This design comes from an exercise in tuning for small area and a short achievable clock period on the open sky130 flow, not from production work. Function was checked by simulation only, so behaviour that the tests miss may differ from the original. Power is estimated from default activity; no workload was simulated.

**flow/design.v**
```verilog
module cic_slice #(parameter WS = 17)
  (
    input               clk,
    input               rst,       
    input               g,         
    input               upd,       
    input      [WS-1:0] x,         
    input      [4:0]    ki,        
    input      [4:0]    kc,        
    output     [4:0]    ko_i,      
    output     [4:0]    ko_c,      
    output     [WS-1:0] q_p2, q_p3, q_d31, q_d40, q_d41
  );
  reg  [WS-1:0] i0, i1, i2, i3, i4;
  wire [WS+1:0] si0 = {1'b0, i0, 1'b1} + {1'b0, x,  ki[0]};
  wire [WS+1:0] si1 = {1'b0, i1, 1'b1} + {1'b0, i0, ki[1]};
  wire [WS+1:0] si2 = {1'b0, i2, 1'b1} + {1'b0, i1, ki[2]};
  wire [WS+1:0] si3 = {1'b0, i3, 1'b1} + {1'b0, i2, ki[3]};
  wire [WS+1:0] si4 = {1'b0, i4, 1'b1} + {1'b0, i3, ki[4]};
  always @(posedge clk) begin
    if (rst) begin
      i0 <= 0; i1 <= 0; i2 <= 0; i3 <= 0; i4 <= 0;
    end else if (g) begin
      i0 <= si0[WS:1]; i1 <= si1[WS:1]; i2 <= si2[WS:1];
      i3 <= si3[WS:1]; i4 <= si4[WS:1];
    end
  end
  reg  [WS-1:0] d00, d01, d10, d11, d20, d21, d30, d31, d40, d41;
  reg  [WS-1:0] p0, p1, p2, p3;
  wire [WS+1:0] sc0 = {1'b0, i4, 1'b1} + {1'b0, ~d01, kc[0]};
  wire [WS+1:0] sc1 = {1'b0, p0, 1'b1} + {1'b0, ~d11, kc[1]};
  wire [WS+1:0] sc2 = {1'b0, p1, 1'b1} + {1'b0, ~d21, kc[2]};
  wire [WS+1:0] sc3 = {1'b0, p2, 1'b1} + {1'b0, ~d31, kc[3]};
  wire [WS+1:0] sc4 = {1'b0, p3, 1'b1} + {1'b0, ~d41, kc[4]};
  always @(posedge clk) begin
    if (rst) begin
      d00 <= 0; d01 <= 0; d10 <= 0; d11 <= 0; d20 <= 0;
      d21 <= 0; d30 <= 0; d31 <= 0; d40 <= 0; d41 <= 0;
      p0 <= 0; p1 <= 0; p2 <= 0; p3 <= 0;
    end else if (upd) begin
      d00 <= i4; d01 <= d00;
      d10 <= p0; d11 <= d10;
      d20 <= p1; d21 <= d20;
      d30 <= p2; d31 <= d30;
      d40 <= p3; d41 <= d40;
      p0 <= sc0[WS:1]; p1 <= sc1[WS:1];
      p2 <= sc2[WS:1]; p3 <= sc3[WS:1];
    end
  end
  assign ko_i  = {si4[WS+1], si3[WS+1], si2[WS+1], si1[WS+1], si0[WS+1]};
  assign ko_c  = {sc4[WS+1], sc3[WS+1], sc2[WS+1], sc1[WS+1], sc0[WS+1]};
  assign q_p2  = p2;
  assign q_p3  = p3;
  assign q_d31 = d31;
  assign q_d40 = d40;
  assign q_d41 = d41;
endmodule
module cic_decim
  (
    input             clk_i,
    input             rst_i,
    input             en_i,
    input      [15:0] data_i,
    output     [15:0] data_o,
    input             act_i,
    input             act_out_i,
    output            val_o
  );
  localparam WA = 25;           
  localparam WB = 26;           
  wire g   = en_i & act_i;
  reg  a0, a1, a2, a3, a4;
  wire upd = en_i & act_out_i & a4;
  reg  c0, c1, c2, c3, vint;
  always @(posedge clk_i) begin
    if (rst_i) begin
      a0 <= 1'b0; a1 <= 1'b0; a2 <= 1'b0; a3 <= 1'b0; a4 <= 1'b0;
    end else if (g) begin
      a0 <= 1'b1; a1 <= a0; a2 <= a1; a3 <= a2; a4 <= a3;
    end else if (en_i & act_out_i) begin
      a4 <= 1'b0;
    end
  end
  always @(posedge clk_i) begin
    if (rst_i) begin
      c0 <= 1'b0; c1 <= 1'b0; c2 <= 1'b0; c3 <= 1'b0;
    end else if (upd) begin
      c0 <= 1'b1; c1 <= c0; c2 <= c1; c3 <= c2;
    end
  end
  always @(posedge clk_i) begin
    if (rst_i)     vint <= 1'b0;
    else if (en_i) vint <= upd & c3;
  end
  reg rst_1, g_1, upd_1, sgn_1;
  always @(posedge clk_i) begin
    rst_1 <= rst_i; g_1 <= g; upd_1 <= upd; sgn_1 <= data_i[15];
  end
  wire [4:0]    koi_a, koc_a, koi_b, koc_b;
  reg  [4:0]    kri_a, krc_a;
  wire [WA-1:0] a_p2, a_p3, a_d31, a_d40, a_d41;
  wire [WB-1:0] b_p2, b_p3, b_d31, b_d40, b_d41;
  cic_slice #(WA) sa (
    .clk(clk_i), .rst(rst_i), .g(g), .upd(upd),
    .x({{(WA-16){data_i[15]}}, data_i}), .ki(5'b00000), .kc(5'b11111),
    .ko_i(koi_a), .ko_c(koc_a),
    .q_p2(a_p2), .q_p3(a_p3), .q_d31(a_d31), .q_d40(a_d40), .q_d41(a_d41));
  cic_slice #(WB) sb (
    .clk(clk_i), .rst(rst_1), .g(g_1), .upd(upd_1),
    .x({WB{sgn_1}}), .ki(kri_a), .kc(krc_a),
    .ko_i(koi_b), .ko_c(koc_b),
    .q_p2(b_p2), .q_p3(b_p3), .q_d31(b_d31), .q_d40(b_d40), .q_d41(b_d41));
  always @(posedge clk_i) begin
    kri_a <= koi_a; krc_a <= koc_a;
  end
  reg  [15:0]   p4b;
  wire [WB+1:0] s4_t   = {1'b0, b_p3, 1'b1} + {1'b0, ~b_d41, krc_a[4]};
  wire [15:0]   p4_now = rst_1 ? 16'd0 : upd_1 ? s4_t[WB:WB-15] : p4b;
  always @(posedge clk_i) p4b <= p4_now;
  reg [15:0] dout;
  reg        vout;
  always @(posedge clk_i) begin
    if (rst_i) begin
      dout <= 16'd0;
      vout <= 1'b0;
    end else if (en_i) begin
      dout <= p4_now;
      vout <= vint;
    end
  end
  assign data_o = dout;
  assign val_o  = vout;
endmodule
```
**flow/flow/run.sh**
```bash
#!/bin/bash
# The standard layout (standard.sh), except that synthesis maps the logic with
# ABC under a delay target (flow/abc_map.script) instead of ORFS's default ABC
# script, and leaves the adders to ABC too (no full/half-adder cell extraction).
# Everything else in synthesis is the standard script (synth_recipe.tcl:
# synth -nofsm -noshare, flatten, renames), so the registers are the standard
# synthesis's.
set -euo pipefail
here=$(pwd)
export MY_ABC_SCRIPT=$here/flow/abc_map.script

# ORFS's synth.tcl with only the abc call's script changed (and its -D dropped)
sed 's|log_cmd abc {\*}\$abc_args$|set abc_args [lreplace $abc_args 1 1 $::env(MY_ABC_SCRIPT)]; set di [lsearch $abc_args -D]; if {$di >= 0} { set abc_args [lreplace $abc_args $di [expr {$di+1}]] }; log_cmd abc {*}$abc_args|' \
  "$FLOW_HOME/scripts/synth.tcl" > my_orfs_synth0.tcl
# leave the adders' logic to ABC as well: no full/half-adder cell extraction
sed 's/^  extract_fa {\*}\[dont_use_extract_fa_args\]$/  # extract_fa skipped/' my_orfs_synth0.tcl > my_orfs_synth.tcl
grep -q MY_ABC_SCRIPT my_orfs_synth.tcl
grep -q "extract_fa skipped" my_orfs_synth.tcl

# The standard flow's synthesis script, sourcing the changed synth.tcl
sed "s|source \$::env(SCRIPTS_DIR)/synth.tcl|source $here/my_orfs_synth.tcl|" synth_recipe.tcl > my_synth.tcl
grep -q my_orfs_synth.tcl my_synth.tcl

# The standard layout, with that synthesis script
sed "s|SYNTH_SCRIPT=[^ ]*|SYNTH_SCRIPT=$here/my_synth.tcl|" standard.sh > my_standard.sh
grep -q my_synth.tcl my_standard.sh

bash my_standard.sh > make.log 2>&1
```
**flow/flow/abc_map.script**
```
strash
dch -f
map -D 1600
topo
buffer -p
upsize -D 1600
dnsize -D 1600
stime -p
```
**flow/standard.sh**
```bash
#!/bin/bash
# synth_recipe.tcl (not shown) runs the flow's synth.tcl, then flattens the netlist and writes it again
# the make line also repeats each setting of config.mk as NAME=value (left out here)
make -C /OpenROAD-flow-scripts/flow DESIGN_CONFIG=/design/flow/config.mk WORK_HOME=/design/flow/orfs CLKGATE_MAP_FILE= SYNTH_SCRIPT=/design/flow/synth_recipe.tcl "${@:-finish}"
```
**flow/config.mk**
```make
export PLATFORM = sky130hd
export DESIGN_NAME = cic_decim
export DESIGN_NICKNAME = cic_decim
export VERILOG_FILES = /design/flow/design.v
export SDC_FILE = /design/flow/constraint.sdc
export NUM_CORES = 4
export LEC_CHECK = 0
export CAP_MARGIN = 20
export CORE_MARGIN = 2
export CORE_UTILIZATION = 40
export CTS_CLUSTER_DIAMETER = 100
export CTS_CLUSTER_SIZE = 30
export SETUP_SLACK_MARGIN = 1.5
export SLEW_MARGIN = 20
```
**flow/constraint.sdc**
```tcl
create_clock -name core_clock -period 4.0 [get_ports {clk_i}]
set_input_delay 0.8000 -clock core_clock [delete_from_list [all_inputs] [get_ports {clk_i}]]
set_output_delay 0.8000 -clock core_clock [all_outputs]
set_load 0.01 [all_outputs]
```
==> results of run 1 <==
## final timing paths
path	endpoint	slack [ps]	cells past startpoint
setup reg to reg	sb.i0[25]	1530	14
hold reg to reg	sb.d41[9]	430	2
hold / removal	rst_1	280	1
setup / recovery	sb.i0[25]	1530	14
## report_power, final
| part | leakage [uW] | internal (uW) | total [uW] | switching, uW |
|---|---|---|---|---|
| registers | 0.00834 | 10500 | 10800 | 316 |
| clock network | 0.000828 | 2600 | 6540 | 3930 |
| logic | 0.0163 | 1650 | 4550 | 2900 |
| total | 0.0255 | 14700 | 21900 | 7150 |
## registers in the layout, summed over array words and instances (netlist names), 26 cells and up
name    count
sb.d21     26
sb.d31     26
sb.d00     26
sb.d01     26
sb.p2      26
sb.d10     26
sb.d20     26
sb.i3      26
sb.p1      26
sb.i2      26
sb.d41     26
sb.d11     26
sb.p0      26
sb.p3      26
sb.d30     26
sb.i4      26
sb.i0      26
sb.i1      26
sb.d40     26
## placed cells by master, fill, tap and decap left out, drive strengths merged, types with 55 or more instances in the layout
master,synthesis,final
xnor2,202,202
dfxtp,1026,1026
nand2,974,974
nor3,73,73
a21oi,1253,1253
nand3,147,147
inv,1001,1018
nor2,1956,1956
buf,8,117
o21ai,1006,1006
a211oi,247,247
clkbuf,336,55
xor2,219,219
## metrics by stage
stage                     std cells  setup slack [ps]
final                         10609              1530
after CTS                     10549              1470
after global placement        10450               555
after floorplan                8812              1500
after global routing          10609              1380
after detailed placement      10450               557
## what timing repair did
item,CTS,global route
gates cloned,1,0
endpoints found under the setup margin,121,201
pin swaps,25,126
gates resized for setup,115,413
setup buffers,14,60
## cell families after synthesis
logic type	after synthesis	synth area share, %
DFF	1026	35.7
AOI/OAI and AO/OA	2805	27.2
xor gates and xnor gates	421	6.41
buffers and inverters	1346	8.87
and+or+nand+nor	3214	21.8
## area by class of cell
cell class	count	share of cell area [%]
sequential	1026	32.4
multi-input combinational	6440	52.9
clock buffer	55	2.01
tap	1903	3.74
inverter	1002	5.99
clock inverter	29	0.703
timing repair buffer	154	2.33
## layer usage
layer	track usage, %	vias to the layer above	routed length (um)
li1	-	28944	-
met1	29.1	25336	78500
met2	32.9	799	69600
met3	3.08	164	6720
met4	4.04	0	2730
met5	0	-	0
==> results.cfg, run 1 <==
[status]
outcome = complete, no violations

[grt]
globalRouteTotalUtil_pct = 20.5
grt_overflow = 0
grt_max_degree = 227
grt_pass1_wl_mm = 256
grt_pass1_vias = 50730
grt_antenna_before_repair = 1

[final_layout]
drive_gt1_share_pct = 7.74
seqCellArea_mm2 = 0.0206
num-fill-cells = 14955
design_area_mm2 = 0.0637
diodes = 0
finalCoreUtilization_pct = 44.5
multi_input_area_mm2 = 0.0337
syn_to_final_growth_pct = 10.8
nNetsFinal = 8695

[placement]
finalWeightedCongestion = 0.911
place_hpwl_mm = 113
dpl-instance-area_mm2 = 0.0595
io_buffers = 37

[clocking]
hold_buffers = 0
cts_tree = done
cts_max_path_buffers = 3
numCtsBuffers = 50
path_clk_slew_ps = 120
cts-root-buf = clkbuf_16
clkLatencyLatePin_ps = 720
htree_levels = 2
cts_sinks = 1026

[logic_synthesis]
yosys-top-cells-count = 1943 x nor2_1, 1242 x a21oi_1, 1026 x dfxtp_1
synth_top_area_share_pct = 35.7
yosys-top-cells-area = dfxtp_1 36%, nor2_1 13%, a21oi_1 11%
syn_inst = 8812
syn-num-nets = 8833
synthFlopType = dfxtp_1
synth_most_common_cell = nor2_1
netlist_area_mm2 = 0.0575
synth_seq_cells = 1026
synthDistinctLibCells = 63
syn_avg_cell_area_um2 = 6.53
ys_seq_area_share_pct = 35.7
yosysWarningCount = 3
synth_edf_count = 0
yosys.area.top_type = dfxtp_1
synth_async_sr_flop_share_pct = 0

[sta]
finalCritPeriodShare_pct = 61.8
tns_ps = 0
fmax_mhz = 405
worst_pin_slew_ps = 1020
hold_slack_ps = 279
clock_skew_ps = 54.1
rsz0062_at_grt = yes
relSlewSlack_pct = 32.2
setup_viol = 0
final_period_minus_worst_setup_slack_ps = 2470
slew_violations = 0
hold_violations = 0

[min_path]
hp-class = in2reg
min_from = rst_i

[detailed_routing]
drtIter0Drc = 3310
wl_mm = 158
vias = 55243
ant_nets = 0
dr.pass1.iters = 6
via_per_inst = 5.21
wl_per_cell_um = 14.8
drc = 0

[die]
die_w_um = 383
io_pins = 38
die_h_um = 383
initial_core_util_pct = 40.2
die_area_mm2 = 0.147
core_area_mm2 = 0.143
rows = 139

[power_and_ir_drop]
fin_total_pwr_uw = 21900
leakage_uw = 0.0255
vdd_drop_max_uv = 328
power.density_mw_per_mm2 = 343

[worst_setup_path]
max_stage_delay_ps = 440
cp_num_buf_inv = 2
timing.critical_path.slowest_stage_cell = dfxtp_4
cp_top_family = compound AO/OA/AOI/OAI gates
crit_arrival_ps = 3090
crit_chain = buf_12 -> inv_12 -> nor2_4 -> nor2_2 -> a311o_1 -> a21o_1 -> a21oi_2 -> nor3_2 -> a21o_1 -> a21oi_2 -> a21oi_1 -> o21ai_1 -> o21ai_1 -> a21oi_1
path_max_fanout = 22
r2r_start = sgn_1
critPathLaunch = sgn_1
crit_type = reg2reg
startpoint_type = flip-flop
crit_path_end_kind = flip-flop
cp.required_ps = 4620

[job]
cap_violations = 0
==> run 2: changes to the inputs <==
==> flow/flow/abc_map.script (replaced) <==
strash
dch -f
map -D 1400
topo
buffer -p
upsize -D 1400
dnsize -D 1400
stime -p
==> run 2 against run 1 <==
Still clean. Non-clock buffer count is 43 lower. Register-to-register slack better by 60 ps. Sequential share of layout area is 0.38 points higher. Routed wire length is 0.49% higher. Worst setup slack better by 8.3 ps. Synthesized area is 0.71% higher. Fmax is 0.34% higher. Sequential cell count stayed put. Combinational power is 5.7% lower. First-iteration DRC count is 16% higher. Highest routed layer is now met5.
==> results.cfg, run 2 <==
[power_and_ir_drop]
vdd_drop_max_uv = 346
leakage_uw = 0.0255
power.density_mw_per_mm2 = 341

[logic_synthesis]
synthDistinctLibCells = 64
synthMuxAreaShare_pct = 0
syn_inst = 8871
synth_edf_count = 0
yosys-top-cells-count = 1928 x nor2_1, 1166 x a21oi_1, 1112 x o21ai_0
synth_fa_ha_area_share_pct = 0
synthSimpleGateAreaFrac_pct = 21.1
synth_async_sr_flop_share_pct = 0
synth_seq_cells = 1026
synthFlopType = dfxtp_1
yosys-top-cells-area = dfxtp_1 35%, nor2_1 12%, a21oi_1 10%
synth_most_common_cell = nor2_1
yosys.area.top_type = dfxtp_1
ys_seq_area_share_pct = 35.4
syn_avg_cell_area_um2 = 6.53
syn-num-nets = 8892
synth_top_family_by_area = compound AO/OA/AOI/OAI gates
netlist_area_mm2 = 0.0579
yosysWarningCount = 3
synth_top_area_share_pct = 35.4
synth_xor_area_share_pct = 6.30
synth_compound_area_share_pct = 28.3

[die]
core_area_mm2 = 0.144
rows = 139
io_pins = 38
initial_core_util_pct = 40.3
die_h_um = 385
die_w_um = 385
die_area_mm2 = 0.148

[grt]
grt_pass1_wl_mm = 260
grt_overflow = 0
grt_pass1_vias = 51224
grt_max_degree = 223
grt_antenna_before_repair = 4
globalRouteTotalUtil_pct = 20.7

[status]
outcome = complete, no violations

[detailed_routing]
drtIter0Drc = 3839
via_per_inst = 5.24
dr.pass1.iters = 6
wl_per_cell_um = 14.9
wl_mm = 158
drc = 0
ant_nets = 0
vias = 55636

[worst_setup_path]
cp_num_buf_inv = 1
crit_arrival_ps = 1660
cp.required_ps = 3200
cp_top_family = flip-flops
timing.critical_path.slowest_stage_cell = dfxtp_2
max_stage_delay_ps = 480
startpoint_type = flip-flop
path_max_fanout = 2
crit_path_end_kind = primary output
crit_type = reg2out
crit_chain = dlygate4sd2_1

[clocking]
numCtsBuffers = 48
path_clk_slew_ps = 110
cts_tree = done
cts-root-buf = clkbuf_16
htree_levels = 2
cts_max_path_buffers = 3
cts_sinks = 1026
clkLatencyLatePin_ps = 700

[final_layout]
seqCellArea_mm2 = 0.0206
syn_to_final_growth_pct = 8.48
final_common_cell = nor2_1
nNetsFinal = 8713
diodes = 0
final_cell_mix = 1865 x nor2_1, 1118 x a21oi_1, 1084 x o21ai_0
num-fill-cells = 15135
drive_gt1_share_pct = 5.42
multi_input_area_mm2 = 0.0333

[placement]
place_hpwl_mm = 115
finalWeightedCongestion = 0.890
place_ws_ps = 691
io_buffers = 37

[sta]
hold_violations = 0
clock_skew_ps = 42.6
finalCritPeriodShare_pct = 61.5
tns_ps = 0
fmax_mhz = 406
setup_viol = 0
relSlewSlack_pct = 28.6
rsz0062_at_grt = yes
final_period_minus_worst_setup_slack_ps = 2460
worst_pin_slew_ps = 1070
slew_violations = 0
fin_ws_ps = 1540

[job]
cap_violations = 0

[min_path]
hp-class = reg2reg
==> run 2: cell families (layout without fill, tap and decap cells) <==
kind of cell / Yosys count / count (layout)
flip-flops: 1026 / 1026
AO/OA/AOI/OAI: 2954 / 2954
buffers and inverters: 1366 / 1215
XOR/XNOR: 417 / 417
AND/OR/NAND/NOR: 3108 / 3108
==> run 2: cell type report <==
| type | instances | area share, % |
|---|---|---|
| repair buffers | 111 | 1.72 |
| well taps | 1903 | 3.79 |
| clock buffers | 51 | 1.93 |
| inverters | 1026 | 6.19 |
| flip-flops and latches | 1026 | 32.8 |
| clock inverters | 27 | 0.627 |
| multi-input cells | 6479 | 53.0 |
==> run 2: power by group <==
| group | internal [uW] | leakage (uW) | switching [uW] | total (uW) |
|---|---|---|---|---|
| registers | 10500 | 0.00833 | 351 | 10800 |
| clock network | 2510 | 0.000771 | 3780 | 6290 |
| logic | 1500 | 0.0164 | 2790 | 4290 |
| total | 14500 | 0.0255 | 6920 | 21400 |
==> run 2: path summary, 6_finish.rpt <==
kind                            startpoint    endpoint  slack [ps]  depth (start not counted)
worst max-delay path              dout[11]  data_o[11]        1540                          1
worst min-delay path            sa.d21[24]    krc_a[2]         460                          1
worst max register to register    sa.p0[4]   sa.p1[24]        1590                         10
worst min register to register  sa.d21[24]    krc_a[2]         460                          1
==> run 2: stage by stage <==
stage          hold slack [ps]  power (uW)  utilization [%]  instance area, um^2  std cells
6_report                   456       21400             43.8                62900      10623
4_1_cts                    460       21500             43.0                61700      10598
2_1_floorplan              426       14000                -                57900       8871
3_3_place_gp               438       15100             41.7                59900      10515
5_1_grt                    477       22600             43.8                62900      10623
3_5_place_dp               443       15100             41.7                59900      10515
==> run 2: what timing repair did <==
item / 4_1_cts / 5_1_grt
pin swaps: 3 / 39
hold buffers: 0 / 0
resized for setup: 65 / 269
endpoints found under the setup margin: 64 / 180
buffers inserted: 5 / 25
==> run 2: metal layers <==
| metal | routed length [um] | share of wire (%) | global-route usage (%) | vias to the layer above |
|---|---|---|---|---|
| met1 | 80300 | 51 | 30.3 | 25485 |
| met3 | 5900 | 3.7 | 1.80 | 128 |
| met5 | 13 | 0.0082 | 0 | - |
| met2 | 69300 | 44 | 33.2 | 876 |
| li1 | - | - | - | 29145 |
| met4 | 2700 | 1.7 | 4.12 | 2 |
==> run 3: changes to the inputs <==
--- a/flow/config.mk
+++ b/flow/config.mk
@@ -10,5 +10,5 @@
 export CORE_UTILIZATION = 40
 export CTS_CLUSTER_DIAMETER = 100
 export CTS_CLUSTER_SIZE = 30
-export SETUP_SLACK_MARGIN = 1.5
+export SETUP_SLACK_MARGIN = 1.7
 export SLEW_MARGIN = 20
==> run 3 against run 2 <==
Still clean. Utilization up 2.6 points. Critical path depth rose by 8. Clock skew grew 4.1 ps. Register-to-register slack improved by 30 ps. Non-clock buffer count up 124. Synthesized area is the same. Cell area grew 6.0%. Global-route usage up 0.72 points.
==> results.cfg, run 3 <==
[die]
die_area_mm2 = 0.148
die_h_um = 385
rows = 139
initial_core_util_pct = 40.3
core_area_mm2 = 0.144
die_w_um = 385
io_pins = 38

[placement]
dpl-instance-area_mm2 = 0.0600
dp.cells = 10519
finalWeightedCongestion = 0.880
place_hpwl_mm = 117
io_buffers = 37

[logic_synthesis]
yosysWarningCount = 3
syn-num-nets = 8892
synth_edf_count = 0
synthDistinctLibCells = 64
netlist_area_mm2 = 0.0579
ys_seq_area_share_pct = 35.4
synth_async_sr_flop_share_pct = 0
syn_inst = 8871
synth_most_common_cell = nor2_1
synthFlopType = dfxtp_1
synth_seq_cells = 1026
yosys-top-cells-count = 1928 x nor2_1, 1166 x a21oi_1, 1112 x o21ai_0
yosys.area.top_type = dfxtp_1
synth_top_area_share_pct = 35.4
yosys-top-cells-area = dfxtp_1 35%, nor2_1 12%, a21oi_1 10%
syn_avg_cell_area_um2 = 6.53

[detailed_routing]
via_per_inst = 5.29
dr_wl_met3_mm = 6.29
top_layer_used = met5
ant_nets = 0
wl_met2_mm = 74.8
vias = 56912
dr.pass1.iters = 6
drc = 0
wl_met1_mm = 83.1
wl_mm = 167
wl_per_cell_um = 15.5
drtIter0Drc = 4117

[worst_setup_path]
r2r_cells = 9
path_max_fanout = 6
crit_arrival_ps = 2940
r2r_setup_slack_ps = 1620
crit_type = reg2reg
cp.required_ps = 4560
startpoint_type = flip-flop
worstReg2RegEnd = sb.i0[24]
r2r_start = sgn_1
crit_path_end_kind = flip-flop

[final_layout]
final_cell_mix = 1653 x nor2_1, 1055 x a21oi_1, 1016 x o21ai_0
multi_input_area_mm2 = 0.0356
final_cells = 10754
nNetsFinal = 8838
seqCellArea_mm2 = 0.0208
final_common_cell = nor2_1
num-fill-cells = 14920
drive_gt1_share_pct = 13.4
design_area_mm2 = 0.0666
syn_to_final_growth_pct = 15.0

[sta]
hold_violations = 0
tns_ps = 0
setup_viol = 0
rsz0062_at_grt = yes
final_period_minus_worst_setup_slack_ps = 2380
clock_skew_ps = 46.7
fmax_mhz = 419
finalCritPeriodShare_pct = 59.6
worst_pin_slew_ps = 934
relSlewSlack_pct = 37.8
slew_violations = 0

[grt]
grt_pass1_vias = 52177
globalRouteTotalUtil_pct = 21.4
grt_max_degree = 178
grt_antenna_before_repair = 7
grt_pass1_wl_mm = 268
grt_overflow = 0

[power_and_ir_drop]
p_clk_share_pct = 29.3
leakage_uw = 0.0268
power_frac_seq_pct = 48.7
vdd_drop_max_uv = 343
internal-power_uw = 14900
pwr-share-comb_pct = 22.0
power.density_mw_per_mm2 = 334
p_switching_uw = 7370
switching_share_pct = 33.1

[clocking]
path_clk_slew_ps = 120
cts_sinks = 1026
cts-root-buf = clkbuf_16
cts_max_path_buffers = 3
cts_tree = done
hold_buffers = 0
htree_levels = 2
clkLatencyLatePin_ps = 710
numCtsBuffers = 49

[min_path]
min_from = sa.d30[20]
hold_end = sa.d31[20]
min_path_cells = 2
hp-class = reg2reg

[job]
cap_violations = 0

[status]
outcome = complete, no violations
run 3: cell counts after synthesis:
No cell type changed its count.
run 3: routing by layer:
layer | GRT usage, % | vias up
met5 | 0 | -
met4 | 4.61 | 2
met3 | 2.36 | 131
met2 | 34.1 | 860
met1 | 31.0 | 26527
li1 | - | 29392
run 3: logic make-up (layout without fill, tap and decap cells):
group                  count (synthesis)  after routing  synth area share, %
AO/OA/AOI/OAI                       2954           2954                 28.3
XOR/XNOR                             417            417                 6.30
buffers and inverters               1366           1344                 8.91
flip-flops                          1026           1026                 35.4
other                                  0              2                    0
AND/OR/NAND/NOR                     3108           3108                 21.1
run 3: cell type report:
class                           instances  share of cell area (%)
Inverter                             1026                    5.87
Timing Repair Buffer                  235                    3.32
Multi-Input combinational cell       6479                    53.5
Tap cell                             1903                    3.57
Antenna cell                            2                 0.00751
Clock inverter                         26                   0.541
Clock buffer                           57                    1.99
Sequential cell                      1026                    31.2
run 3: through the flow:
stage,total power [uW],util [%],setup slack (ps),hold WS (ps)
6_report,22300,46.4,1620,457
5_1_grt,23400,46.4,1520,476
4_1_cts,21900,43.9,1550,463
3_5_place_dp,15100,41.8,763,446
3_3_place_gp,15100,41.8,809,440
2_1_floorplan,14000,-,1650,426
run 3: what timing repair did:
| action | CTS | global route |
|---|---|---|
| pin swaps | 53 | 189 |
| endpoints found under the setup margin | 223 | 516 |
| gates resized for setup | 348 | 821 |
| cloned | 4 | 0 |
| buffers inserted | 32 | 114 |
run 3: how the worst max path moves through the flow:
| stage | from | end | slack (ps) | depth (start not counted) |
|---|---|---|---|---|
| floorplan | data_i[1] | sa.i0[21] | 1650 | 11 |
| global placement | data_i[15] | sa.i0[24] | 810 | 9 |
| detailed placement | data_i[15] | sa.i0[24] | 760 | 9 |
| CTS | sb.i4[8] | sb.i4[25] | 1550 | 12 |
| global route | sgn_1 | sb.i0[25] | 1520 | 15 |
| finish | sgn_1 | sb.i0[24] | 1620 | 9 |
run 3: worst max-delay path, cell delays in order, from the launching register on:
cell and delay, ps:
dfxtp_4 510, buf_12 150, buf_12 110, nor2_1 90, nor4_4 360, nand2_1 160
or4_4 450, o21ai_4 200, xnor2_2 120, a21oi_1 70
run 3: power by group through the flow:
stage	Combinational, uW	Clock (uW)	Sequential [uW]
global placement	4070	0	11100
global route	5440	7090	10900
floorplan	3110	0	10900
finish	4900	6520	10900
CTS	4320	6780	10800
detailed placement	4080	0	11100
==> run 4: changes to the inputs <==
==> flow/flow/run.sh (replaced) <==
#!/bin/bash
# The standard layout (standard.sh), except that synthesis maps the logic with
# ABC under a delay target (flow/abc_map.script) instead of ORFS's default ABC
# script.  Everything else in synthesis is the standard script
# (synth_recipe.tcl: synth -nofsm -noshare, flatten, renames), so the registers
# are the standard synthesis's.
set -euo pipefail
here=$(pwd)
export MY_ABC_SCRIPT=$here/flow/abc_map.script

# ORFS's synth.tcl with only the abc call's script changed (and its -D dropped)
sed 's|log_cmd abc {\*}\$abc_args$|set abc_args [lreplace $abc_args 1 1 $::env(MY_ABC_SCRIPT)]; set di [lsearch $abc_args -D]; if {$di >= 0} { set abc_args [lreplace $abc_args $di [expr {$di+1}]] }; log_cmd abc {*}$abc_args|' \
  "$FLOW_HOME/scripts/synth.tcl" > my_orfs_synth.tcl
grep -q MY_ABC_SCRIPT my_orfs_synth.tcl

# The standard flow's synthesis script, sourcing the changed synth.tcl
sed "s|source \$::env(SCRIPTS_DIR)/synth.tcl|source $here/my_orfs_synth.tcl|" synth_recipe.tcl > my_synth.tcl
grep -q my_orfs_synth.tcl my_synth.tcl

# The standard layout, with that synthesis script
sed "s|SYNTH_SCRIPT=[^ ]*|SYNTH_SCRIPT=$here/my_synth.tcl|" standard.sh > my_standard.sh
grep -q my_synth.tcl my_standard.sh

bash my_standard.sh > make.log 2>&1
==> flow/flow/abc_map.script (replaced) <==
strash
dch -f
map -D 1200
topo
buffer -p
upsize -D 1200
dnsize -D 1200
stime -p
==> run 4 against run 3 <==
Still clean on timing, DRC and antenna. Sequential power barely moved. Cell count shrank 12%. Via count shrank 11%. Die area down 0.59%. Count of clock-buffer cells in the layout decreased by 5. Worst hold slack got worse by 49 ps. Largest cell class unchanged. Largest power group unchanged.
==> results.cfg, run 4 <==
[die]
die_h_um = 383
core_area_mm2 = 0.143
rows = 139
io_pins = 38
die_w_um = 383
initial_core_util_pct = 40.2
die_area_mm2 = 0.147

[sta]
slew_violations = 0
worst_pin_slew_ps = 870
finalCritPeriodShare_pct = 60.0
clock_skew_ps = 60.9
rsz0062_at_grt = yes
hold_violations = 0
final_period_minus_worst_setup_slack_ps = 2400
setup_viol = 0
fmax_mhz = 417
tns_ps = 0
relSlewSlack_pct = 42.0

[clocking]
path_clk_slew_ps = 110
clkLatencyLatePin_ps = 690
htree_levels = 2
cts_tree = done
cts-root-buf = clkbuf_16
cts_max_path_buffers = 3
numCtsBuffers = 47
cts_sinks = 1026
hold_buffers = 0

[power_and_ir_drop]
power.density_mw_per_mm2 = 337
vdd_drop_max_uv = 305
leakage_uw = 0.0268

[status]
outcome = complete, no violations

[worst_setup_path]
crit_type = reg2reg
cp.required_ps = 4560
crit_arrival_ps = 2970
r2r_cells = 11
crit_path_end_kind = flip-flop
path_max_fanout = 3
startpoint_type = flip-flop

[detailed_routing]
drc = 0
drtIter0Drc = 3088
dr.pass1.iters = 6
via_per_inst = 5.33
wl_per_cell_um = 15.5
vias = 50678
ant_nets = 0
wl_mm = 147

[placement]
place_hpwl_mm = 102
io_buffers = 37
dp.cells = 9260
finalWeightedCongestion = 0.879

[logic_synthesis]
synth_edf_count = 0
synth_async_sr_flop_share_pct = 0
synth_most_common_cell = a21oi_1
synth_seq_cells = 1026
syn-num-nets = 8148
yosys-top-cells-area = dfxtp_1 36%, a21oi_1 12%, ha_1 11%
netlist_area_mm2 = 0.0576
syn_avg_cell_area_um2 = 7.57
synth_top_area_share_pct = 35.7
yosys.area.top_type = dfxtp_1
synthFlopType = dfxtp_1
ys_seq_area_share_pct = 35.7
yosysWarningCount = 3
yosys-top-cells-count = 1342 x a21oi_1, 1095 x o21ai_0, 1026 x dfxtp_1
synthDistinctLibCells = 65
syn_inst = 7610

[final_layout]
diodes = 0
final_cell_mix = 1242 x a21oi_1, 1037 x o21ai_0, 941 x dfxtp_1
final_common_cell = a21oi_1
drive_gt1_share_pct = 12.5
syn_to_final_growth_pct = 15.0
num-fill-cells = 14187
nNetsFinal = 8114
final_cells = 9508

[min_path]
min_path_cells = 1
hp-class = in2reg

[grt]
grt_max_degree = 186
grt_antenna_before_repair = 1
grt_pass1_wl_mm = 237
globalRouteTotalUtil_pct = 18.8
grt_overflow = 0
grt_pass1_vias = 46956

[job]
cap_violations = 0
[run 4: worst max-delay path: stages (launching register included)]
cell      delay (ps)
dfxtp_2          350
inv_2             80
ha_4             140
inv_2             40
fa_2             410
a31oi_4          220
o21ai_2          110
a21o_1           250
a31oi_4          250
o221ai_2         150
xor2_1           200
a21oi_1           90
[run 4: final timing paths]
path	to	slack (ps)	start
hold / removal	sgn_1	410	data_i[15]
setup / recovery	sa.p0[24]	1600	sa.i4[0]
hold reg to reg	sa.d21[15]	460	sa.d21[15]
setup reg to reg	sa.p0[24]	1600	sa.i4[0]
[run 4: kinds of logic after synthesis]
kind of cell / synth area share, %
compound gates: 27.6
xor+xnor: 6.30
fa+ha+maj: 11.5
buf+inv: 5.82
flops: 35.7
simple gates: 13.1
[run 4: layout make-up]
cell class	count	area (um^2)	area share, %
clock buffers	52	1250	1.88
repair buffers	249	2370	3.58
clock inverters	26	358	0.540
multi-input cells	5693	37100	55.9
well taps	1903	2380	3.59
flip-flops and latches	1026	20700	31.2
inverters	559	2150	3.25
[run 4: stage by stage]
stage	instance area, um^2	hold slack, ps	total power [uW]	utilization (%)	worst slack (ps)
floorplan	57700	430	14200	-	1620
global placement	59900	440	15300	41.8	675
detailed placement	59900	447	15300	41.8	724
CTS	63200	464	22000	44.1	1520
global route	66300	406	23500	46.2	1510
finish	66300	408	22300	46.2	1600
[run 4: per-layer routing]
| metal | track usage [%] | share of wire, % | up-vias |
|---|---|---|---|
| li1 | - | - | 26329 |
| met2 | 31.4 | 46 | 520 |
| met3 | 1.78 | 2.6 | 127 |
| met5 | 0 | 0 | - |
| met4 | 4.12 | 1.8 | 0 |
| met1 | 26.2 | 49 | 23702 |
[run 4: report_power, final]
| part | leakage [uW] | internal, uW | switching [uW] | total (uW) |
|---|---|---|---|---|
| Combinational | 0.0177 | 2250 | 3010 | 5250 |
| Sequential | 0.00836 | 10500 | 339 | 10800 |
| Clock | 0.000779 | 2530 | 3720 | 6250 |
[run 4: repair_timing]
action,in CTS,in global routing
setup buffers,75,91
gates resized for setup,295,490
cloned,1,3
endpoints found under the setup margin,225,478
pin swaps,106,220
==> run 5: changes to the inputs <==
--- a/flow/config.mk
+++ b/flow/config.mk
@@ -10,5 +10,5 @@
 export CORE_UTILIZATION = 40
 export CTS_CLUSTER_DIAMETER = 100
 export CTS_CLUSTER_SIZE = 30
-export SETUP_SLACK_MARGIN = 1.7
+export SETUP_SLACK_MARGIN = 1.6
 export SLEW_MARGIN = 20
==> run 5 against run 4 <==
Sequential cell count is the same. Cell area shrank 3.4%. Global-route usage is essentially flat. Power shrank 2.3%. Cell count shrank 0.74%.
==> results.cfg, run 5 <==
[grt]
grt_overflow = 0
globalRouteTotalUtil_pct = 18.8
grt_max_degree = 204
grt_antenna_before_repair = 4
grt_pass1_vias = 46640
grt_pass1_wl_mm = 237

[final_layout]
syn_to_final_growth_pct = 11.1
final_cell_mix = 1284 x a21oi_1, 1062 x o21ai_0, 981 x dfxtp_1
drive_gt1_share_pct = 8.60
final_common_cell = a21oi_1
num-fill-cells = 14520
nNetsFinal = 8044
design_area_mm2 = 0.0640

[worst_setup_path]
endpoint = sa.p1[22]
crit_type = reg2reg
worstReg2RegEnd = sa.p1[22]
timing.critical_path.slowest_stage_cell = dfxtp_2
critPathLaunch = sa.p0[0]
cp.required_ps = 4600
crit_chain = inv_2 -> ha_4 -> fa_2 -> o211a_1 -> o21ai_4 -> a41oi_2 -> o21ai_2 -> nand3_1 -> nand4_1 -> xor2_2 -> a21oi_1
startpoint_type = flip-flop
crit_path_end_kind = flip-flop
cp_num_buf_inv = 1
r2r_cells = 11
path_max_fanout = 3
cp.depth = 11
r2r_setup_slack_ps = 1600
crit_arrival_ps = 3000
cp_top_family = compound AO/OA/AOI/OAI gates
max_stage_delay_ps = 350
r2r_start = sa.p0[0]

[sta]
fmax_mhz = 417
setup_viol = 0
final_period_minus_worst_setup_slack_ps = 2400
worst_pin_slew_ps = 1060
tns_ps = 0
finalCritPeriodShare_pct = 59.9
rsz0062_at_grt = yes
clock_skew_ps = 73.4
relSlewSlack_pct = 28.7
hold_slack_ps = 413
hold_violations = 0
slew_violations = 0

[detailed_routing]
wl_mm = 145
via_per_inst = 5.30
drtIter0Drc = 2993
wl_per_cell_um = 15.3
dr.pass1.iters = 5
vias = 50031
ant_nets = 0
drc = 0

[logic_synthesis]
synth_seq_cells = 1026
yosysWarningCount = 3
syn_avg_cell_area_um2 = 7.57
synthDistinctLibCells = 65
synth_top_area_share_pct = 35.7
ys_seq_area_share_pct = 35.7
yosys-top-cells-area = dfxtp_1 36%, a21oi_1 12%, ha_1 11%
yosys.area.top_type = dfxtp_1
synth_edf_count = 0
netlist_area_mm2 = 0.0576
synth_most_common_cell = a21oi_1
syn_inst = 7610
synth_async_sr_flop_share_pct = 0
synthFlopType = dfxtp_1
yosys-top-cells-count = 1342 x a21oi_1, 1095 x o21ai_0, 1026 x dfxtp_1
syn-num-nets = 8148

[die]
die_w_um = 383
rows = 139
core_area_mm2 = 0.143
io_pins = 38
die_h_um = 383
die_area_mm2 = 0.147
initial_core_util_pct = 40.2

[status]
outcome = complete, no violations

[clocking]
cts-root-buf = clkbuf_16
numCtsBuffers = 47
clkLatencyLatePin_ps = 710
path_clk_slew_ps = 110
cts_sinks = 1026
cts_tree = done
htree_levels = 2
cts_max_path_buffers = 3

[power_and_ir_drop]
fin_total_pwr_uw = 21800
vdd_drop_max_uv = 272
leakage_uw = 0.0262
power.density_mw_per_mm2 = 341

[placement]
finalWeightedCongestion = 0.876
place_hpwl_mm = 103
dpl-instance-area_mm2 = 0.0597
io_buffers = 37

[min_path]
hp-class = in2reg

[job]
cap_violations = 0
run 5: cell counts after synthesis:
No cell type changed its count.
run 5: routing by layer:
layer / vias up / track usage (%) / wire (um)
met1: 23172 / 26.5 / 72800
li1: 26192 / - / -
met4: 0 / 3.58 / 2430
met5: - / 0 / 0
met2: 538 / 31.2 / 65800
met3: 129 / 1.87 / 3750
run 5: timing repair:
| action | in CTS | in global routing |
|---|---|---|
| gates cloned | 0 | 3 |
| endpoints found under the setup margin | 198 | 229 |
| setup buffers | 42 | 57 |
| resized for setup | 158 | 302 |
| pin swaps | 60 | 139 |
| hold buffers | 0 | 0 |
run 5: cell type report:
class | instances | area (um^2) | area share, %
diodes | 1 | 2.50 | 0.00391
flip-flops and latches | 1026 | 20600 | 32.2
clock buffers | 54 | 1220 | 1.91
multi-input cells | 5693 | 35500 | 55.5
repair buffers | 179 | 1760 | 2.75
well taps | 1903 | 2380 | 3.72
clock inverters | 23 | 342 | 0.534
inverters | 559 | 2140 | 3.35
run 5: stage by stage:
stage / setup WS (ps) / utilization, % / std cells
after floorplan: 1540 / - / 7610
after global placement: 612 / 41.7 / 9258
after detailed placement: 557 / 41.7 / 9258
after CTS: 1560 / 43.4 / 9377
after global routing: 1490 / 44.7 / 9437
final: 1600 / 44.7 / 9438
run 5: cell families (layout without fill, tap and decap cells):
family / Yosys count / in the layout / synth area share (%)
compound gates: 2915 / 2915 / 27.6
simple gates: 1847 / 1847 / 13.1
flops: 1026 / 1026 / 35.7
buf+inv: 891 / 815 / 5.82
fa+ha+maj: 517 / 517 / 11.5
xor+xnor: 414 / 414 / 6.30
other cells: 0 / 1 / 0
run 5: report_power, final:
part,leakage [uW],total [uW],internal (uW),switching (uW)
Clock,0.000750,6130,2370,3760
Sequential,0.00834,10800,10500,316
Combinational,0.0171,4890,2000,2900
Total,0.0262,21800,14800,6970
run 5: worst min-delay path by stage:
stage          startpoint        end  slack (ps)  cells past startpoint
6_report       data_i[15]      sgn_1         410                      1
5_1_grt        data_i[15]      sgn_1         390                      1
4_1_cts         sb.d10[3]  sb.d10[3]         460                      2
3_5_place_dp    sa.d10[0]  sa.d10[0]         450                      2
3_3_place_gp    sa.d10[0]  sa.d10[0]         440                      2
2_1_floorplan   sa.d00[0]  sa.d00[0]         430                      2
==> run 6: changes to the inputs <==
--- a/flow/config.mk
+++ b/flow/config.mk
@@ -10,5 +10,5 @@
 export CORE_UTILIZATION = 40
 export CTS_CLUSTER_DIAMETER = 100
 export CTS_CLUSTER_SIZE = 30
-export SETUP_SLACK_MARGIN = 1.6
+export SETUP_SLACK_MARGIN = 1.4
 export SLEW_MARGIN = 20
==> run 6 against run 5 <==
Still clean on timing, DRC and antenna. Clock power up 0.7%. Cell count fell by 0.88%. Non-clock buffer count down 85. Sequential share of layout area rose by 0.97 points. Worst setup slack got worse by 140 ps. Register-to-register slack worse by 90 ps. Die area unchanged. Clock skew is 3.7 ps higher. Power down 1.9%. Synthesized cell count unchanged. Routed wire length decreased by 2.9%. Utilization shrank 1.4 points. Highest routed layer is now met5.
==> results.cfg, run 6 <==
[status]
outcome = complete, no violations

[die]
die_area_mm2 = 0.147
rows = 139
die_h_um = 383
initial_core_util_pct = 40.2
io_pins = 38
core_area_mm2 = 0.143
die_w_um = 383

[clocking]
hold_buffers = 0
cts_tree = done
cts_max_path_buffers = 3
path_clk_slew_ps = 110
numCtsBuffers = 47
cts-root-buf = clkbuf_16
clkLatencyLatePin_ps = 700
htree_levels = 2
cts_sinks = 1026

[sta]
hold_violations = 0
finalCritPeriodShare_pct = 63.4
clock_skew_ps = 77.1
hold_slack_ps = 447
tns_ps = 0
rsz0062_at_grt = yes
setup_viol = 0
fin_ws_ps = 1470
fmax_mhz = 395
worst_pin_slew_ps = 1060
final_period_minus_worst_setup_slack_ps = 2530
relSlewSlack_pct = 29.3
slew_violations = 0

[final_layout]
finalCoreUtilization_pct = 43.2
final_cell_mix = 1327 x a21oi_1, 1089 x o21ai_0, 1011 x dfxtp_1
syn_to_final_growth_pct = 7.56
drive_gt1_share_pct = 4.44
nNetsFinal = 7959
final_common_cell = a21oi_1
num-fill-cells = 14755

[grt]
grt_overflow = 0
grt_pass1_wl_mm = 234
grt_max_degree = 212
grt_pass1_vias = 46343
globalRouteTotalUtil_pct = 18.5
grt_antenna_before_repair = 5

[logic_synthesis]
syn-num-nets = 8148
synth_top_area_share_pct = 35.7
yosys-top-cells-count = 1342 x a21oi_1, 1095 x o21ai_0, 1026 x dfxtp_1
netlist_area_mm2 = 0.0576
syn_inst = 7610
synth_seq_cells = 1026
syn_avg_cell_area_um2 = 7.57
synth_async_sr_flop_share_pct = 0
synth_edf_count = 0
synthFlopType = dfxtp_1
synth_most_common_cell = a21oi_1
yosysWarningCount = 3
yosys.area.top_type = dfxtp_1
ys_seq_area_share_pct = 35.7
yosys-top-cells-area = dfxtp_1 36%, a21oi_1 12%, ha_1 11%
synthDistinctLibCells = 65

[detailed_routing]
wl_mm = 141
wl_per_cell_um = 15.0
drc = 0
vias = 49844
dr.pass1.iters = 6
drtIter0Drc = 2876
via_per_inst = 5.33
ant_nets = 0

[worst_setup_path]
crit_chain = clkdlybuf4s50_1
cp_num_buf_inv = 1
max_stage_delay_ps = 730
path_max_fanout = 2
cp.required_ps = 3200
cp_top_family = buffers and inverters
crit_type = reg2out
crit_arrival_ps = 1730
startpoint_type = flip-flop
timing.critical_path.slowest_stage_cell = clkdlybuf4s50_1
crit_path_end_kind = primary output

[job]
cap_violations = 0

[min_path]
hp-class = reg2reg

[placement]
place_ws_ps = 517
place_hpwl_mm = 103
finalWeightedCongestion = 0.893
io_buffers = 37

[power_and_ir_drop]
leakage_uw = 0.0255
power.density_mw_per_mm2 = 345
vdd_drop_max_uv = 439
[run 6: cell types whose count changed in the layout (fill, tap and decap cells not counted), moves of 13 or more]
| cell | delta |
|---|---|
| buf_4 | -79 |
| ha_1 | +51 |
| a21oi_1 | +43 |
| a21oi_2 | -36 |
| ha_4 | -35 |
| dfxtp_1 | +30 |
| o21ai_0 | +27 |
| dfxtp_2 | -23 |
| clkdlybuf4s50_1 | +19 |
| o21ai_2 | -19 |
| dlygate4sd2_1 | -17 |
| ha_2 | -16 |
| fa_1 | +13 |
| fa_2 | -13 |
[run 6: stage by stage]
step / area, um^2 / total power (uW) / instances
global placement: 59700 / 15300 / 9257
CTS: 61400 / 21600 / 9336
global route: 61900 / 22600 / 9352
finish: 62000 / 21400 / 9355
detailed placement: 59700 / 15300 / 9257
floorplan: 57600 / 14200 / 7610
[run 6: kinds of logic (layout without fill, tap and decap cells)]
group                      Yosys count  in the layout  share of synthesized area, %
AOI/OAI and AO/OA                 2915           2915                          27.6
and+or+nand+nor                   1847           1847                          13.1
DFF                               1026           1026                          35.7
buffers and inverters              891            730                          5.82
adders and majority gates          517            517                          11.5
xor gates and xnor gates           414            414                          6.30
other                                0              3                             0
[run 6: layout make-up]
| cell class | instances | area, um^2 | share of cell area (%) |
|---|---|---|---|
| repair buffers | 94 | 1040 | 1.67 |
| clock inverters | 26 | 367 | 0.592 |
| flip-flops and latches | 1026 | 20600 | 33.2 |
| inverters | 559 | 2140 | 3.45 |
| multi-input cells | 5693 | 34200 | 55.3 |
| diodes | 3 | 7.51 | 0.0121 |
| well taps | 1903 | 2380 | 3.84 |
| clock buffers | 51 | 1210 | 1.95 |
[run 6: worst paths after layout]
| path | depth (start not counted) | end | slack, ps | from |
|---|---|---|---|---|
| setup reg to reg | 12 | sa.p3[22] | 1510 | sa.p2[0] |
| hold / removal | 2 | sa.d31[0] | 450 | sa.d30[0] |
| hold reg to reg | 2 | sa.d31[0] | 450 | sa.d30[0] |
| setup / recovery | 1 | val_o | 1470 | vout |
[run 6: repair_timing]
action | in CTS | in global routing
setup endpoints to repair | 20 | 74
pin swaps | 7 | 35
gates resized for setup | 25 | 94
setup buffers | 2 | 15
[run 6: metal layers]
metal  vias to the layer above  wire [um]  global-route usage [%]
met5                         -         26                       0
met4                         4       2170                    3.20
met3                       130       3790                    1.76
met2                       515      64300                    31.0
met1                     23103      70400                    26.1
li1                      26092          -                       -
[run 6: power by group]
group	switching, uW	internal (uW)
Clock	3700	2470
Combinational	2720	1730
Sequential	302	10500
Total	6720	14700
==> run 7: changes to the inputs <==
--- a/flow/config.mk
+++ b/flow/config.mk
@@ -10,5 +10,5 @@
 export CORE_UTILIZATION = 40
 export CTS_CLUSTER_DIAMETER = 100
 export CTS_CLUSTER_SIZE = 30
-export SETUP_SLACK_MARGIN = 1.4
+export SETUP_SLACK_MARGIN = 1.5
 export SLEW_MARGIN = 20
==> run 7 against run 6 <==
Still clean. Fmax rose by 4.3%. Cell count rose by 0.37%. Worst setup slack improved by 100 ps. Clock skew fell by 17 ps. Largest cell class unchanged. Largest power group unchanged.
==> results.cfg, run 7 <==
[grt]
grt_pass1_vias = 46676
grt_antenna_before_repair = 2
grt_max_degree = 182
globalRouteTotalUtil_pct = 18.7
grt_overflow = 0
grt_pass1_wl_mm = 236

[final_layout]
finalCoreUtilization_pct = 43.7
drive_gt1_share_pct = 6.08
syn_to_final_growth_pct = 8.68
nNetsFinal = 7996
final_cell_mix = 1309 x a21oi_1, 1084 x o21ai_0, 1001 x dfxtp_1
final_common_cell = a21oi_1

[die]
rows = 139
die_area_mm2 = 0.147
die_h_um = 383
initial_core_util_pct = 40.2
io_pins = 38
die_w_um = 383
core_area_mm2 = 0.143

[worst_setup_path]
crit_arrival_ps = 3020
cp_num_buf_inv = 0
cp_top_family = compound AO/OA/AOI/OAI gates
crit_type = reg2reg
path_max_fanout = 5
timing.critical_path.slowest_stage_cell = a2111oi_1
cp.required_ps = 4590
crit_path_end_kind = flip-flop
startpoint_type = flip-flop
max_stage_delay_ps = 560
crit_chain = ha_1 -> a21o_1 -> a31oi_1 -> nor2_1 -> a2111oi_1 -> o41ai_4 -> xor2_1 -> a21oi_1

[detailed_routing]
ant_nets = 0
wl_per_cell_um = 15.2
wl_mm = 142
vias = 49738
dr.pass1.iters = 5
drc = 0
drtIter0Drc = 2826
via_per_inst = 5.30

[placement]
finalWeightedCongestion = 0.865
place_hpwl_mm = 103
io_buffers = 37
place_ws_ps = 640

[power_and_ir_drop]
vdd_drop_max_uv = 342
leakage_uw = 0.0258
power.density_mw_per_mm2 = 344

[logic_synthesis]
synth_async_sr_flop_share_pct = 0
yosys-top-cells-count = 1342 x a21oi_1, 1095 x o21ai_0, 1026 x dfxtp_1
synthDistinctLibCells = 65
yosys-top-cells-area = dfxtp_1 36%, a21oi_1 12%, ha_1 11%
synth_most_common_cell = a21oi_1
yosys.area.top_type = dfxtp_1
synth_top_area_share_pct = 35.7
syn_inst = 7610
netlist_area_mm2 = 0.0576
syn_avg_cell_area_um2 = 7.57
syn-num-nets = 8148
yosysWarningCount = 3
synth_edf_count = 0
ys_seq_area_share_pct = 35.7
synthFlopType = dfxtp_1
synth_seq_cells = 1026

[sta]
clock_skew_ps = 60.1
fin_ws_ps = 1570
setup_viol = 0
rsz0062_at_grt = yes
fmax_mhz = 411
worst_pin_slew_ps = 973
relSlewSlack_pct = 35.1
final_period_minus_worst_setup_slack_ps = 2430
hold_violations = 0
slew_violations = 0
tns_ps = 0
finalCritPeriodShare_pct = 60.8

[clocking]
path_clk_slew_ps = 110
cts_sinks = 1026
cts_tree = done
cts_max_path_buffers = 3
clkLatencyLatePin_ps = 690
htree_levels = 2
numCtsBuffers = 47
hold_buffers = 0
cts-root-buf = clkbuf_16

[min_path]
hp-class = in2reg

[status]
outcome = complete, no violations

[job]
cap_violations = 0
[run 7: cell count changes in the layout (fill, tap and decap cells not counted), sizes merged, moves of 2 or more]
cell	delta
clkinvlp	-2
bufinv	-2
buf	+37
clkinv	+2
inv	-2
clkbuf	+4
[run 7: kinds of logic after synthesis]
group	synth area share (%)
buffers and inverters	5.82
flip-flops	35.7
AND/OR/NAND/NOR	13.1
AO/OA/AOI/OAI	27.6
XOR/XNOR	6.30
adder cells (fa/ha/maj)	11.5
[run 7: worst paths after layout]
path / startpoint / endpoint / slack (ps) / depth (start not counted)
worst max-delay path: sa.p2[17] / sa.p3[24] / 1570 / 8
worst min-delay path: data_i[15] / sgn_1 / 410 / 1
worst max register to register: sa.p2[17] / sa.p3[24] / 1570 / 8
worst min register to register: sa.d00[0] / sa.d01[0] / 440 / 2
[run 7: repair_timing]
item,4_1_cts,5_1_grt
buffers inserted,15,38
setup endpoints to repair,49,163
pin swaps,32,73
gates resized for setup,70,161
[run 7: power by group]
part / switching, uW / leakage, uW / internal (uW)
registers: 306 / 0.00833 / 10500
clock network: 3720 / 0.000757 / 2390
logic: 2790 / 0.0167 / 1830
[run 7: metrics by stage]
step                      power [uW]  hold slack, ps  instances  area (um^2)
after global routing           22700             389       9388        62600
after global placement         15300             440       9259        59600
after floorplan                14200             430       7610        57600
after CTS                      21600             439       9350        61600
after detailed placement       15300             448       9259        59600
final                          21500             413       9390        62600
[run 7: area by class of cell]
type | count | area (um^2)
multi-input cells | 5693 | 34700
clock buffers | 54 | 1240
flip-flops and latches | 1026 | 20600
diodes | 2 | 5.00
fillers | 14624 | 80700
clock inverters | 22 | 315
inverters | 559 | 2140
well taps | 1903 | 2380
repair buffers | 131 | 1250
[run 7: metal layers]
metal	vias up	global-route usage, %	wire (um)
li1	26123	-	-
met4	0	3.35	2230
met5	-	0	0
met3	114	1.97	3400
met2	451	31.4	65600
met1	23050	26.1	71000
==> run 8: changes to the inputs <==
==> flow/flow/abc_map.script (replaced) <==
strash
dch -f
map -D 1000
topo
buffer -p
upsize -D 1000
dnsize -D 1000
stime -p
==> run 8 against run 7 <==
Clock skew decreased by 2.6 ps. Largest power group unchanged. Still clean. Synthesized area increased by 3.9%. Worst setup slack got worse by 15 ps. First-iteration DRC count increased by 25%. Cell area increased by 2.8%. Clock power increased by 9.5%. Critical path depth increased by 4. Sequential share of layout area decreased by 0.90 points. Utilization decreased by 0.28 points. Sequential power about the same. Critical endpoint is now krc_a[3]. Critical path type unchanged.
==> results.cfg, run 8 <==
[placement]
finalWeightedCongestion = 0.917
io_buffers = 37
dp.cells = 9783
place_hpwl_mm = 118

[worst_setup_path]
worstReg2RegEnd = krc_a[3]
cp.required_ps = 4570
path_max_fanout = 4
startpoint_type = flip-flop
r2r_cells = 12
endpoint = krc_a[3]
r2r_start = sa.d31[5]
critPathLaunch = sa.d31[5]
crit_type = reg2reg
crit_arrival_ps = 3010
r2r_setup_slack_ps = 1550
crit_path_end_kind = flip-flop

[die]
die_area_mm2 = 0.153
initial_core_util_pct = 40.4
rows = 141
die_h_um = 391
core_area_mm2 = 0.148
io_pins = 38
die_w_um = 391

[logic_synthesis]
yosys-top-cells-count = 1308 x a21oi_1, 1154 x o21ai_0, 1033 x nand2_1
synth_most_common_cell = a21oi_1
synth_compound_area_share_pct = 29.5
synthMuxAreaShare_pct = 0
netlist_area_mm2 = 0.0598
synth_edf_count = 0
synthSimpleGateAreaFrac_pct = 14.8
synthDistinctLibCells = 65
syn_inst = 8117
synth_top_family_by_area = compound AO/OA/AOI/OAI gates
syn_avg_cell_area_um2 = 7.37
yosys.area.top_type = dfxtp_1
ys_seq_area_share_pct = 34.3
synth_top_area_share_pct = 34.3
synthFlopType = dfxtp_1
synth_xor_area_share_pct = 3.66
synth_async_sr_flop_share_pct = 0
yosys-top-cells-area = dfxtp_1 34%, a21oi_1 11%, ha_1 10%
synth_seq_cells = 1026
synth_fa_ha_area_share_pct = 11.0
syn-num-nets = 8655
yosysWarningCount = 3

[final_layout]
final_cell_mix = 1283 x a21oi_1, 1140 x o21ai_0, 1032 x nand2_1
finalCoreUtilization_pct = 43.4
final_cells = 9878
syn_to_final_growth_pct = 7.49
final_common_cell = a21oi_1
nNetsFinal = 8454
drive_gt1_share_pct = 4.40

[clocking]
numCtsBuffers = 49
cts_max_path_buffers = 3
cts_sinks = 1026
cts_tree = done
path_clk_slew_ps = 120
cts-root-buf = clkbuf_16
clkLatencyLatePin_ps = 710
hold_buffers = 0
htree_levels = 2

[sta]
finalCritPeriodShare_pct = 61.1
tns_ps = 0
hold_violations = 0
worst_pin_slew_ps = 934
fmax_mhz = 409
rsz0062_at_grt = yes
final_period_minus_worst_setup_slack_ps = 2450
setup_viol = 0
clock_skew_ps = 57.6
relSlewSlack_pct = 37.7
slew_violations = 0

[grt]
globalRouteTotalUtil_pct = 20.4
grt_antenna_before_repair = 2
grt_pass1_vias = 49947
grt_pass1_wl_mm = 263
grt_overflow = 0
grt_max_degree = 201

[job]
cap_violations = 0

[detailed_routing]
via_per_inst = 5.50
drtIter0Drc = 3531
vias = 54313
wl_mm = 161
drc = 0
wl_per_cell_um = 16.3
dr.pass1.iters = 8
ant_nets = 0

[status]
outcome = complete, no violations

[min_path]
hp-class = in2reg

[power_and_ir_drop]
leakage_uw = 0.0268
vdd_drop_max_uv = 310
power.density_mw_per_mm2 = 343
run 8: worst min path at each step:
| stage | start | end | slack, ps | cells after the start |
|---|---|---|---|---|
| 3_5_place_dp | sa.d31[23] | sa.d31[23] | 450 | 2 |
| 3_3_place_gp | sa.d10[0] | sa.d10[0] | 440 | 2 |
| 4_1_cts | sa.d31[23] | sa.d31[23] | 460 | 2 |
| 2_1_floorplan | sa.d00[0] | sa.d00[0] | 430 | 2 |
| 6_report | data_i[15] | sgn_1 | 390 | 1 |
| 5_1_grt | data_i[15] | sgn_1 | 370 | 1 |
run 8: layout make-up:
class	count	area [um^2]
sequential	1026	20600
clock buffer	57	1320
clock inverter	25	459
timing repair buffer	89	1030
fill	15233	83900
tap	1930	2410
inverter	715	2720
multi-input combinational	6035	35800
antenna	1	2.50
run 8: worst max-delay path: stages (launching register included):
cell	delay, ps
dfxtp_1	330
inv_1	50
ha_1	380
inv_1	130
nor2_1	140
nand3_1	120
nor2_1	190
nand2_1	100
o221ai_2	280
nand3_1	150
nand2_1	110
a21oi_1	80
o21bai_2	250
run 8: layer usage:
layer	vias to the layer above	track usage [%]	part of all wire [%]
met5	-	0	0
met4	0	3.66	1.7
met3	130	1.87	3.4
met2	763	33.7	46
met1	25379	29.0	49
li1	28041	-	-
run 8: kinds of logic after synthesis:
logic type | after synthesis
adder cells (fa/ha/maj) | 517
buffers and inverters | 1056
AO/OA/AOI/OAI | 3139
AND/OR/NAND/NOR | 2129
XOR/XNOR | 250
flip-flops | 1026
run 8: power breakdown:
group / total (uW) / internal [uW] / switching, uW / leakage [uW]
clock network: 6690 / 2820 / 3880 / 0.000848
logic: 4590 / 1650 / 2950 / 0.0176
registers: 10800 / 10500 / 318 / 0.00833
run 8: stage by stage:
stage	total power, uW	worst slack [ps]	area, um^2	hold WS [ps]
detailed placement	15500	527	62000	448
global route	23300	1440	64300	368
floorplan	14200	1530	59900	430
finish	22100	1550	64300	386
CTS	22300	1410	63800	464
global placement	15400	484	62000	439
run 8: repair_timing:
action / CTS / global route
setup buffers: 2 / 10
pin swaps: 1 / 15
setup endpoints to repair: 43 / 99
gates resized for setup: 32 / 98

[static timing again, ports no longer ideal]
No port has a modelled driver above. Below, the same layouts with a new extraction and two added sets of constraints. Step 1: set_driving_cell puts a clkbuf_16 on clk_i and a buf_2 on each other input, an assumption about the parent block. Step 2 also shifts input and output timing later by t, the mid clock arrival at the registers, as if the neighbouring blocks saw the same clock. Slacks: no drivers / after step 1 / after step 2; pairs: no drivers / after step 1.
run	shift t [ns]	setup WS [ns]	slew at the worst register clock pin (ns)	cell pins on the clock port's net
run 1	0.762	1.530 / 1.528 / 0.845	0.12 / 0.12	1
run 2	0.754	1.538 / 1.461 / 0.741	0.12 / 0.12	1
run 3	0.770	1.616 / 1.616 / 1.068	0.12 / 0.12	1
run 4	0.746	1.599 / 1.599 / 1.065	0.12 / 0.12	1
run 5	0.759	1.603 / 1.603 / 0.924	0.12 / 0.12	1
run 6	0.736	1.466 / 1.386 / 0.792	0.12 / 0.12	1
run 7	0.754	1.570 / 1.493 / 0.882	0.12 / 0.12	1
run 8	0.756	1.554 / 1.519 / 0.853	0.12 / 0.12	1
After both steps every run listed still meets setup and hold. The setup slack of run 2, which loses most, moves by -0.077 ns with the drivers and by -0.797 ns with both steps.
